Background: an optimization exercise with open tools, aiming at small area. Do not read the settings as production practice.
Function was checked by simulation only, so behaviour that the tests miss may differ from the original.
The flow treats the clock pin as an ideal source. Dropping or thinning the clock tree relies on that and would not hold on a real chip.

build 79:
==> module reuleaux, before the edit <==
module reuleaux(input logic clk, input logic rst_n, input logic [2:0] colour,
                input logic [7:0] centre_x, input logic [6:0] centre_y, input logic [7:0] diameter,
                input logic start, output logic done,
                output logic [7:0] vga_x, output logic [6:0] vga_y,
                output logic [2:0] vga_colour, output logic vga_plot);
     logic       dflt;       
     logic [1:0] circ;       
     logic       ini;        
     logic [2:0] oct;        
     logic [2:0] bc;         
     logic [7:0] ox, oy, m;  
     logic       ms;         
     logic [6:0] srx, sry;   
     logic [1:0] dl;         
     logic       c1, c2, ca, cb, cx_c, cy_c, cm;       
     logic       gl, gh, gy;                           
     logic       lb;         
     logic clr, idle, b0, b7, o0, o1, o7;
     assign clr  = (circ == 2'd3) & !oct[2];
     assign idle = (circ == 2'd3) & oct[2];
     assign b0  = (bc == 3'd0);
     assign b7  = (bc == 3'd7);
     assign o0  = !ini && (oct == 3'd0);    
     assign o1  = !ini && (oct == 3'd1);
     assign o7  = !ini && (oct == 3'd7);
     logic [2:0] bn;
     logic k80, k80n, dn, xb, yb, d0, hb;
     assign bn   = bc + 3'd1;
     assign k80  = (bc == 3'd4) | (bc == 3'd6);             
     assign k80n = (bn == 3'd4) | (bn == 3'd6);
     assign dn = dflt ? k80n : diameter[bn];              
     assign xb = dflt ? k80 : centre_x[bc];
     assign yb = b7 ? 1'b0 : (dflt ? ((bc >= 3'd2) & (bc <= 3'd5)) : centre_y[bc]);    
     assign d0 = !dflt & diameter[0];
     assign hb = b7 ? 1'b0 : dn;          
     logic x1b, x2b, k1, k2, ta, tb, ty, yc, y1b;
     assign k1  = b0 ? d0 : c1;
     assign x1b = xb ^ hb ^ k1;
     assign k2  = b0 ? 1'b1 : c2;
     assign x2b = xb ^ ~hb ^ k2;
     assign ta  = b0 ? 1'b0 : dl[1];                      
     assign ty  = yb ^ ta ^ (ca & !b0);
     assign tb  = (bc >= 3'd3) & !dflt & diameter[{1'b0, bn[1:0]}];    
     assign yc  = cb & !b0;
     assign y1b = b7 ? 1'b0 : (ty ^ tb ^ yc ^ ((bc == 3'd6) & d0));    
     logic cxb, cyb, lob, hib;
     always_comb begin
          case (circ)
               2'd0: begin cxb = x1b; cyb = y1b; end
               2'd1: begin cxb = x2b; cyb = y1b; end
               default: begin cxb = xb; cyb = (bc == 3'd0) | (bc == 3'd1) | (bc == 3'd2) | (bc == 3'd4); end   
          endcase
     end
     assign lob = (circ == 2'd1) ? xb : x2b;
     assign hib = (circ == 2'd0) ? xb : x1b;
     logic ab, bb, sx, sy, kx, ky, pxb, pyb, ax, by;
     assign sx  = oct[1];
     assign sy  = oct[2];
     assign ab  = oct[0] ? oy[0] : ox[0];
     assign bb  = oct[0] ? ox[0] : oy[0];
     assign ax  = ab ^ sx;
     assign by  = bb ^ sy;
     assign kx  = b0 ? sx : cx_c;
     assign ky  = b0 ? sy : cy_c;
     assign pxb = cxb ^ ax ^ kx;
     assign pyb = cyb ^ by ^ ky;
     logic gl_n, gh_n, gy_n, lp_n, yp, yq;
     assign gl_n = (pxb ^ lob) ? pxb : (b0 | gl);           
     assign gh_n = (pxb ^ hib) ? hib : (b0 | gh);           
     assign yp   = circ[1] ? pyb : y1b;
     assign yq   = circ[1] ? y1b : pyb;
     assign gy_n = (yp ^ yq) ? yp : (b0 | gy);              
     assign lp_n = (ox[0] ^ oy[0]) ? ox[0] : (b0 | lb);     
     logic x_on, y_on, y_23, draw_ok;
     assign x_on = !pxb | (!srx[6] & !srx[5]);                     
     assign y_on = !pyb & !(sry[6] & sry[5] & sry[4] & sry[3]);    
     assign y_23 = pyb | sry[6] | sry[5] | (sry[4] & (sry[3] | (sry[2] & sry[1] & sry[0])));
     assign draw_ok = (circ != 2'd3) && b7 && !ini && x_on && y_on && gl_n && gh_n && gy_n && (lp_n || !o0) && (circ[1] || y_23);
     logic c_on, lz;
     assign c_on = (!bc[0] | (!srx[6] & !srx[5])) & !(sry[6] & sry[5] & sry[4] & sry[3]);
     assign lz   = !bc[0] && (srx == 7'd0) && (sry == 7'd0);
     assign vga_x      = {clr ? bc[0] : pxb, srx};
     assign vga_y      = sry;
     assign vga_colour = clr ? 3'b000 : colour;
     assign vga_plot   = clr ? c_on : draw_ok;
     assign done       = idle;
     logic kc, kb, oy_n, ox_n, mop, mk, m_n, mc;
     assign kc   = o7 & (b0 | cm);
     assign kb   = o7 & (b0 ? ms : lb);
     assign oy_n = oy[0] ^ kc;
     assign ox_n = ox[0] ^ kb;
     assign mop  = o1 ? !oy[0] : (o0 & ms & ox[0]);
     assign mk   = b0 ? (o1 & (d0 ^ oy[0])) : (cm & !o7);
     assign m_n  = m[0] ^ mop ^ mk;
     assign mc   = (m[0] & mop) | (mk & (m[0] ^ mop));
     always_ff @(posedge clk) begin
          bc   <= bc + 3'd1;
          dl   <= {dl[0], dn};
          c1   <= (xb & hb) | (k1 & (xb ^ hb));
          c2   <= (xb & ~hb) | (k2 & (xb ^ ~hb));
          ca   <= (yb & ta) | ((ca & !b0) & (yb ^ ta));
          cb   <= (ty & tb) | (yc & (ty ^ tb));
          cx_c <= (cxb & ax) | (kx & (cxb ^ ax));
          cy_c <= (cyb & by) | (ky & (cyb ^ by));
          gl   <= gl_n;
          gh   <= gh_n;
          gy   <= gy_n;
          lb   <= o7 ? (!ox[0] & kb) : lp_n;
          cm   <= o7 ? (oy[0] & kc) : mc;
          oy   <= {ini ? 1'b0 : oy_n, oy[7:1]};
          ox   <= {ini ? (b0 ? d0 : dl[0]) : ox_n, ox[7:1]};
          m    <= {ini ? hb : m_n, m[7:1]};
          if (ini) ms <= 1'b0;
          else if (b7) ms <= ms ^ o1 ^ mc;
          srx  <= {clr ? sry[0] : pxb, srx[6:1]};
          sry  <= {clr ? !(srx[0] ^ srx[1] ^ srx[2] ^ sry[5]) : pyb, sry[6:1]};
          if (!rst_n) begin
               dflt   <= 1'b1;
               circ   <= 2'd3;
               oct[2] <= 1'b0;
               oct[0] <= 1'b0;
               srx[0] <= 1'b0;
          end else if (idle) begin
               if (start) begin
                    dflt <= 1'b0;
                    circ <= 2'd0;
                    ini  <= 1'b1;
                    oct  <= 3'd0;
                    bc   <= 3'd0;
               end
          end else if (clr) begin
               if (lz) begin
                    oct[0] <= 1'b1;
                    if (oct[0]) begin
                         circ <= 2'd0;
                         ini  <= 1'b1;
                         oct  <= 3'd0;
                         bc   <= 3'd0;
                    end
               end
          end else if (b7) begin
               if (ini) begin
                    ini <= 1'b0;
               end else if (oct == 3'd0 && !lp_n) begin
                    circ <= circ + 2'd1;
                    if (circ == 2'd2) oct <= 3'b100;
                    else ini <= 1'b1;
               end else begin
                    oct <= oct + 3'd1;
               end
          end
     end
endmodule
==> flow/config.mk <==
export PLATFORM = sky130hd
export DESIGN_NAME = reuleaux
export DESIGN_NICKNAME = reuleaux
export VERILOG_FILES = /design/flow/design.v
export SDC_FILE = /design/flow/constraint.sdc
export NUM_CORES = 4
export LEC_CHECK = 0
export CAP_MARGIN = 20
export CORE_MARGIN = 2
export CORE_UTILIZATION = 40
export SLEW_MARGIN = 20
==> flow/constraint.sdc <==
create_clock -name core_clock -period 18.0 [get_ports {clk}]
set_input_delay 3.6000 -clock core_clock [delete_from_list [all_inputs] [get_ports {clk}]]
set_output_delay 3.6000 -clock core_clock [all_outputs]
set_load 0.01 [all_outputs]
standard.sh (not shown) runs the stock make flow with config.mk's settings and CLKGATE_MAP_FILE= SYNTH_SCRIPT=/design/flow/synth_recipe.tcl, a recipe that flattens the netlist after the stock synthesis.
==> flow/flow/run.sh <==
#!/bin/bash
# The standard layout (standard.sh), with three changes:
#  - synthesis maps the logic with an area-oriented ABC script (flow/abc_area.script)
#    and leaves adders to ABC instead of mapping them to full-adder cells first;
#    registers are mapped exactly as in the standard synthesis;
#  - the port buffers are the smallest buffer cell;
#  - the clock tree is built by flow/cts.tcl in place of TritonCTS: one root
#    buffer and four leaf buffers, one per quarter of the registers.
# Each step's output goes to its own log file here.
set -euo pipefail
rm -rf synth_scripts
cp -r "$FLOW_HOME/scripts" synth_scripts
cp flow/abc_area.script synth_scripts/abc_speed.script
bash standard.sh "SCRIPTS_DIR=$PWD/synth_scripts" 'ADDER_MAP_FILE=' synth > standard_synth.log 2>&1
B='BUFFER_PORTS_ARGS=-buffer_cell sky130_fd_sc_hd__buf_1'
bash standard.sh "$B" place > standard_place.log 2>&1
RDIR="$PWD/orfs/results/$FLOW_PLATFORM/reuleaux/base" LEAVES=4 LEAFBUF=sky130_fd_sc_hd__clkbuf_8 \
  ROOTBUF=sky130_fd_sc_hd__clkbuf_4 openroad -exit flow/cts.tcl > cts.log 2>&1
bash standard.sh "$B" finish > standard_finish.log 2>&1
Other scripts of this flow, unchanged in this note and not shown: flow/flow/abc_area.script, flow/flow/cts.tcl
### build 79 -> build 95
--- a/flow/design.v
+++ b/flow/design.v
@@ -76,11 +76,11 @@
      assign y_on = !pyb & !(sry[6] & sry[5] & sry[4] & sry[3]);    
      assign y_23 = pyb | sry[6] | sry[5] | (sry[4] & (sry[3] | (sry[2] & sry[1] & sry[0])));
      assign draw_ok = (circ != 2'd3) && b7 && !ini && x_on && y_on && gl_n && gh_n && gy_n && (lp_n || !o0) && (circ[1] || y_23);
      logic c_on, lz;
      assign c_on = (!bc[0] | (!srx[6] & !srx[5])) & !(sry[6] & sry[5] & sry[4] & sry[3]);
-     assign lz   = !bc[0] && (srx == 7'd0) && (sry == 7'd0);
+     assign lz   = bc[0] && (srx == 7'd1) && (sry == 7'd0);
      assign vga_x      = {clr ? bc[0] : pxb, srx};
      assign vga_y      = sry;
      assign vga_colour = clr ? 3'b000 : colour;
      assign vga_plot   = clr ? c_on : draw_ok;
      assign done       = idle;
@@ -116,29 +116,27 @@
           sry  <= {clr ? !(srx[0] ^ srx[1] ^ srx[2] ^ sry[5]) : pyb, sry[6:1]};
           if (!rst_n) begin
                dflt   <= 1'b1;
                circ   <= 2'd3;
                oct[2] <= 1'b0;
-               oct[0] <= 1'b0;
-               srx[0] <= 1'b0;
+               bc     <= 3'd0;
+               srx    <= 7'd0;
+               sry    <= 7'd0;
           end else if (idle) begin
                if (start) begin
                     dflt <= 1'b0;
                     circ <= 2'd0;
                     ini  <= 1'b1;
                     oct  <= 3'd0;
                     bc   <= 3'd0;
                end
           end else if (clr) begin
                if (lz) begin
-                    oct[0] <= 1'b1;
-                    if (oct[0]) begin
-                         circ <= 2'd0;
-                         ini  <= 1'b1;
-                         oct  <= 3'd0;
-                         bc   <= 3'd0;
-                    end
+                    circ <= 2'd0;
+                    ini  <= 1'b1;
+                    oct  <= 3'd0;
+                    bc   <= 3'd0;
                end
           end else if (b7) begin
                if (ini) begin
                     ini <= 1'b0;
                end else if (oct == 3'd0 && !lp_n) begin
--- outcome ---
Build 79 completed end to end with timing, DRC and antenna clean. Build 95: PASS, flow complete, no timing, DRC or antenna violations. Diff build 79 -> build 95: overall via count from detail_route now sits higher; maximum frequency now sits lower; total instance count after detailed placement now sits higher; count of cell types in the netlist now sits lower. Diff build 79 -> build 95 | area of the multi-input gates | up by a few percent. Build 79 was smaller in final cell area than build 95. centre_y[0] as the worst setup path startpoint was reported by build 79, and centre_x[1] by build 95. Compared to build 79, build 95 has shortest clock period the worst path allows after layout 0.26 ns higher. Any difference in layout overhead on the synthesized area between build 95 and build 79 is small enough to ignore. [build 95] total wirelength of the detailed-routed design rose 3.0% relative to build 79. Compared with build 79, in build 95 die area rose by 150 sq um; routed length per placed instance shows an increase of about 0.9%; fraction of final layout cells with drive strength greater than 1 rose 0.24 points.
In every run of this note, the design's own scripts or RTL, not TritonCTS, make the clock network.

==> what the ideal ports hide <==
How much do the figures lean on ideal ports? The routed layouts below were timed once more, with nothing changed but the port constraints.
Step 1, drivers: a clkbuf_16 drives clk and a buf_2 each remaining input, both assumed.
Step 2, shift: input delay + t, output delay - t, t = (earliest + latest rising clock arrival at the registers) / 2. This alone moves slack from input paths to output paths.
a / b / c = ideal ports / drivers / drivers and shift; a / b = the first two.
| run | t (ns) | slack for setup (ns) | cell pins on the clock port's net |
|---|---|---|---|
| build 79 | 0.390 | 6.982 / 6.958 / 6.958 | 1 |
| build 95 | 0.397 | 6.726 / 6.706 / 6.706 | 1 |
After both steps setup and hold are still met in every run listed. For build 79, which loses most, drivers alone change the setup slack by -0.024 ns; drivers and shift together by -0.024 ns.
